Source: an optimization exercise on an open RTL-to-GDS flow (aim: small area). Production flows keep margins and buffers that such runs may drop.
The RTL was checked by simulation tests, not by an equivalence proof against the original design.
The clock port is modelled as an ideal driver; clocking choices that lean on that would not hold on a real chip.
Power is estimated from default activity; no workload was simulated.

==> run a: inputs <==
// yqc_jisuanqi
module yqc_jisuanqi(
    input clk,
    input rst,
    input [3:0] key,
    input [7:0] data_in,
    output wire [7:0] data_out,
    output wire [3:0] seg,
    output wire [3:0] dig
);
export LEC_CHECK = 0
export CAP_MARGIN = 20
export CORE_MARGIN = 2
export CORE_UTILIZATION = 40
export GPL_TIMING_DRIVEN = 0
export SLEW_MARGIN = 20
export SYNTH_HIERARCHICAL = 1
create_clock -name core_clock -period 33.0 [get_ports {clk}]
standard.sh (not shown) runs the stock make flow with config.mk's settings and CLKGATE_MAP_FILE= SYNTH_SCRIPT=/design/flow/synth_recipe.tcl, a recipe that flattens the netlist after the stock synthesis.
==> flow/flow/run.sh <==
#!/bin/bash
export BUFFER_PORTS_ARGS="-buffer_cell sky130_fd_sc_hd__buf_1"
export PRE_CTS_TCL="$PWD/flow/pre_cts.tcl"
export CTS_ARGS="-sink_clustering_enable -repair_clock_nets -buf_list sky130_fd_sc_hd__clkbuf_8 -dont_use_dummy_load"
bash standard.sh > standard.log 2>&1
Other scripts of this flow, unchanged in this note and not shown: flow/flow/manual_cts.tcl, flow/flow/pre_cts.tcl
==> run b: changes against run a <==
--- a/flow/design.v
+++ b/flow/design.v
@@ -23,12 +23,15 @@
 module dp_muxi(input s, input d1, input d0, output y);
     assign y = ~(s ? d1 : d0);
 endmodule
 module dp_a22o(input a1, input a2, input b1, input b2, output y);
     assign y = (a1 & a2) | (b1 & b2);
 endmodule
+module dp_o22ai(input a1, input a2, input b1, input b2, output y);
+    assign y = ~((a1 | a2) & (b1 | b2));
+endmodule
 module dp_a31o(input a1, input a2, input a3, input b1, output y);
     assign y = (a1 & a2 & a3) | b1;
 endmodule
 module dp_a21o(input a1, input a2, input b1, output y);
     assign y = (a1 & a2) | b1;
 endmodule
@@ -222,26 +225,24 @@
     output [7:0] nprod_hi,
     output [7:0] quo,
     output div_ok                
 );
     reg [7:0] num1;
     reg [7:0] num2;
-    wire z21, nk0, nk3, hold1, ld1, nld2, ld2, hold2, xn21, ldop, clear, holdop;
-    dp_nor   uk0(.a(key[2]), .b(key[1]), .y(z21));
-    dp_inv   uk1(.a(key[0]), .y(nk0));
-    dp_inv   uk2(.a(key[3]), .y(nk3));
-    dp_nand  uk3(.a(z21), .b(nk0), .y(hold1));               
-    dp_nor   uk4(.a(key[3]), .b(hold1), .y(ld1));
-    dp_nand3 uk5(.a(z21), .b(key[3]), .c(nk0), .y(nclear));
-    dp_inv   uk6(.a(nclear), .y(clear));
-    dp_nand3 uk7(.a(z21), .b(nk3), .c(key[0]), .y(nld2));
-    dp_inv   uk8(.a(nld2), .y(ld2));
-    dp_and   uk9(.a(nld2), .b(nclear), .y(hold2));           
-    dp_xnor  uka(.a(key[2]), .b(key[1]), .y(xn21));
-    dp_nor   ukb(.a(key[3]), .b(xn21), .y(ldop));
-    dp_nor   ukc(.a(ldop), .b(clear), .y(holdop));
+    wire nk3, z21, hold1, ld1, ld2, hold2, t13, ldop, clear, holdop;
+    dp_inv   uk0(.a(key[3]), .y(nk3));
+    dp_nor   uk1(.a(key[1]), .b(key[2]), .y(z21));
+    dp_or3   uk2(.a(key[0]), .b(key[1]), .c(key[2]), .y(hold1));    
+    dp_nor   uk3(.a(nk3), .b(hold1), .y(clear));
+    dp_inv   uk4(.a(clear), .y(nclear));
+    dp_nor   uk5(.a(key[3]), .b(hold1), .y(ld1));
+    dp_and3  uk6(.a(key[0]), .b(nk3), .c(z21), .y(ld2));
+    dp_nor   uk7(.a(clear), .b(ld2), .y(hold2));                      
+    dp_a21o  uk8(.a1(key[1]), .a2(key[2]), .b1(key[3]), .y(t13));
+    dp_nor   uk9(.a(z21), .b(t13), .y(ldop));
+    dp_nor   uka(.a(clear), .b(ldop), .y(holdop));
     wire [7:0] num1_d, num2_d;
     wire [1:0] op_d;
     genvar j;
     generate
         for (j = 0; j < 8; j = j + 1) begin : g_d
             dp_a22o u1(.a1(ld1), .a2(data_in[j]), .b1(hold1), .b2(num1[j]), .y(num1_d[j]));
@@ -264,23 +265,21 @@
     end
     dp_addsub8 u_as(.a(num1), .b(num2), .sub(operation[0]), .s(as_sum), .co(as_co));
     dp_mul8    u_mul(.a(num1), .b(num2), .prod_lo(prod_lo), .nprod_hi(nprod_hi));
     dp_div8    u_div(.a(num1), .b(num2), .q(quo), .bnz(div_ok));
 endmodule
 module nib_class(input [3:0] m, output [2:0] y);
-    wire p2, x1, n3, x0, y10, y11, x01;
-    dp_muxi   u2m(.s(m[1]), .d1(m[2]), .d0(m[3]), .y(p2));
-    dp_nand2b u2 (.an(p2), .b(m[0]), .y(y[2]));
-    dp_o21ai  u1a(.a1(m[1]), .a2(m[0]), .b1(m[3]), .y(x1));
-    dp_inv    u1i(.a(m[3]), .y(n3));
-    dp_o21ai  u1b(.a1(m[0]), .a2(n3), .b1(m[1]), .y(x0));
-    dp_muxi   u1m(.s(m[2]), .d1(x0), .d0(x1), .y(y[1]));
-    dp_xnor   u0a(.a(m[1]), .b(m[0]), .y(y10));
-    dp_nand2b u0b(.an(y10), .b(m[3]), .y(y11));
-    dp_xnor   u0c(.a(m[3]), .b(m[1]), .y(x01));
-    dp_muxi   u0m(.s(m[2]), .d1(x01), .d0(y11), .y(y[0]));
+    wire t01, t23, t21, mx, t012;
+    dp_nor    u0(.a(m[0]), .b(m[1]), .y(t01));
+    dp_nand2b u1(.an(m[2]), .b(m[3]), .y(t23));
+    dp_nand   u2(.a(m[2]), .b(m[1]), .y(t21));
+    dp_o22ai  u3(.a1(t01), .a2(t23), .b1(t21), .b2(m[3]), .y(y[0]));
+    dp_muxi   u4(.s(m[1]), .d1(m[2]), .d0(m[3]), .y(mx));
+    dp_nand2b u5(.an(mx), .b(m[0]), .y(y[2]));
+    dp_a21o   u6(.a1(m[0]), .a2(m[1]), .b1(m[2]), .y(t012));
+    dp_and3   u7(.a(m[3]), .b(t21), .c(t012), .y(y[1]));
 endmodule
 module display_control(
     input clk,
     input rst,
     input [1:0] operation,
     input add_next,
@@ -353,15 +352,15 @@
     nib_class u_class(.m(nnib), .y(ncode_d));
     always @(posedge clk or posedge rst) begin
         if (rst) begin
             data_out <= 0;
             dmask <= 0;
             ovh <= 0;
-            ncode <= 3'b010;         
-            dcode <= 3'b010;
-            scode <= 2'b00;          
+            ncode <= 3'b000;         
+            dcode <= 3'b000;
+            scode <= 2'b11;          
             seg2 <= 1'b0;
             scan_count <= 0;
         end else begin
             dmask <= dmask_d;
             ovh <= ovh_next;
             data_out <= dmask;
@@ -369,26 +368,26 @@
             dcode <= ncode;
             scode <= dcode[1:0];
             seg2 <= dcode[2];
             scan_count <= {sc1_next, nsc0};
         end
     end
-    wire nx2, s1a, s0a, started;
-    dp_inv   ug2(.a(seg2), .y(nx2));
-    dp_nor   ug3(.a(nx2), .b(scode[0]), .y(seg3));
-    dp_nor   ug1a(.a(seg2), .b(scode[0]), .y(s1a));
-    dp_nor   ug1(.a(scode[1]), .b(s1a), .y(seg10[1]));
-    dp_xnor  ug0a(.a(scode[1]), .b(seg2), .y(s0a));
-    dp_nor   ug0(.a(scode[0]), .b(s0a), .y(seg10[0]));
-    dp_or3   ust(.a(seg2), .b(scode[1]), .c(scode[0]), .y(started));
+    wire nx2, x01, x21, started;
+    dp_inv   ug0(.a(seg2), .y(nx2));
+    dp_nor   ug1(.a(scode[0]), .b(scode[1]), .y(seg10[0]));
+    dp_xor   ug2(.a(scode[0]), .b(scode[1]), .y(x01));
+    dp_nor   ug3(.a(nx2), .b(x01), .y(seg3));
+    dp_nand3 ug4(.a(nx2), .b(scode[0]), .c(scode[1]), .y(started));
+    dp_nor   ug5(.a(seg2), .b(scode[1]), .y(x21));
+    dp_nor   ug6(.a(scode[0]), .b(x21), .y(seg10[1]));
     wire nsc1;
     dp_inv   ui1(.a(sc1), .y(nsc1));
-    dp_o21a  ug7(.a1(sc1),  .a2(nsc0), .b1(started), .y(dig[3]));
-    dp_o21a  ug6(.a1(nsc1), .a2(sc0),  .b1(started), .y(dig[2]));
-    dp_o21a  ug5(.a1(nsc1), .a2(nsc0), .b1(started), .y(dig[1]));
-    dp_o21a  ug4(.a1(sc1),  .a2(sc0),  .b1(started), .y(dig[0]));
+    dp_o21a  uq7(.a1(sc1),  .a2(nsc0), .b1(started), .y(dig[3]));
+    dp_o21a  uq6(.a1(nsc1), .a2(sc0),  .b1(started), .y(dig[2]));
+    dp_o21a  uq5(.a1(nsc1), .a2(nsc0), .b1(started), .y(dig[1]));
+    dp_o21a  uq4(.a1(sc1),  .a2(sc0),  .b1(started), .y(dig[0]));
 endmodule
 module yqc_jisuanqi(
     input clk,
     input rst,
     input [3:0] key,
     input [7:0] data_in,
==> qor summary <==
metric	run b	run a
Outcome	no timing/DRC/antenna violations	no timing/DRC/antenna violations
Clock-pin slew of the registers on the worst-case setup and hold paths	110 ps	100 ps
Reg-to-Reg End	u_display_control.ncode[1]	u_display_control.ncode[0]
Portion of total power attributed to combinational logic	0.622	0.624
Routed vias/inst	5.34	5.17
Multi-input gate share of total cell area	0.663	0.666
DRT Wirelength	9000 µm	8860 µm
Achievable Freq	57.4 MHz	57.3 MHz
DRC violation total after the first TritonRoute iteration	140	137
Initial core utilization	0.415	0.406
Gp weighted congestion	0.825	0.838
Number of cells on the critical path	59	60
Area of the mapped netlist	0.00433 mm²	0.00436 mm²
Cell count after placement	552	560
Total non-filler cell area in the finished layout	0.00467 mm²	0.00469 mm²
Xor/xnor cell area share of the yosys netlist	0.0486	0.0542
Worst setup slack for register-to-register paths	15570 ps	15550 ps
Remaining max-slew budget at the tightest pin	0.469	0.387
Inverter count of the layout excluding clock inverters	20	23
Die Y	108 µm	108 µm
Power dissipated in sequential cells	92.6 µW	94.5 µW
Via count	2971	2909

[static timing again, ports no longer ideal]
Ports are ideal in the flow. The routed layouts listed here were re-timed in OpenROAD. Step 1 (the two cells are an assumption about what drives the block):
set clk [get_ports {clk}]
set_driving_cell -lib_cell sky130_fd_sc_hd__clkbuf_16 $clk
set_driving_cell -lib_cell sky130_fd_sc_hd__buf_2 [delete_from_list [all_inputs] $clk]
Step 2 adds t to the input delays and takes it off the output delays; t is the mean of the earliest and latest rising clock arrival at the registers after step 1. Input paths then give back, and output paths get back, about the clock's delay inside the block. a / b / c = no drivers / after step 1 / after step 2; a / b = the first two.
| run | t, ns | setup slack, ns | worst setup path after step 2 | latest minus earliest clock arrival (ns) | cell pins on the clock port's net |
|---|---|---|---|---|---|
| run a | 0.198 | 15.545 / 15.545 / 15.545 | register to register | 0.015 / 0.015 | 3 |
| run b | 0.197 | 15.568 / 15.568 / 15.568 | register to register | 0.036 / 0.036 | 3 |
After both steps setup and hold are still met in every run listed.
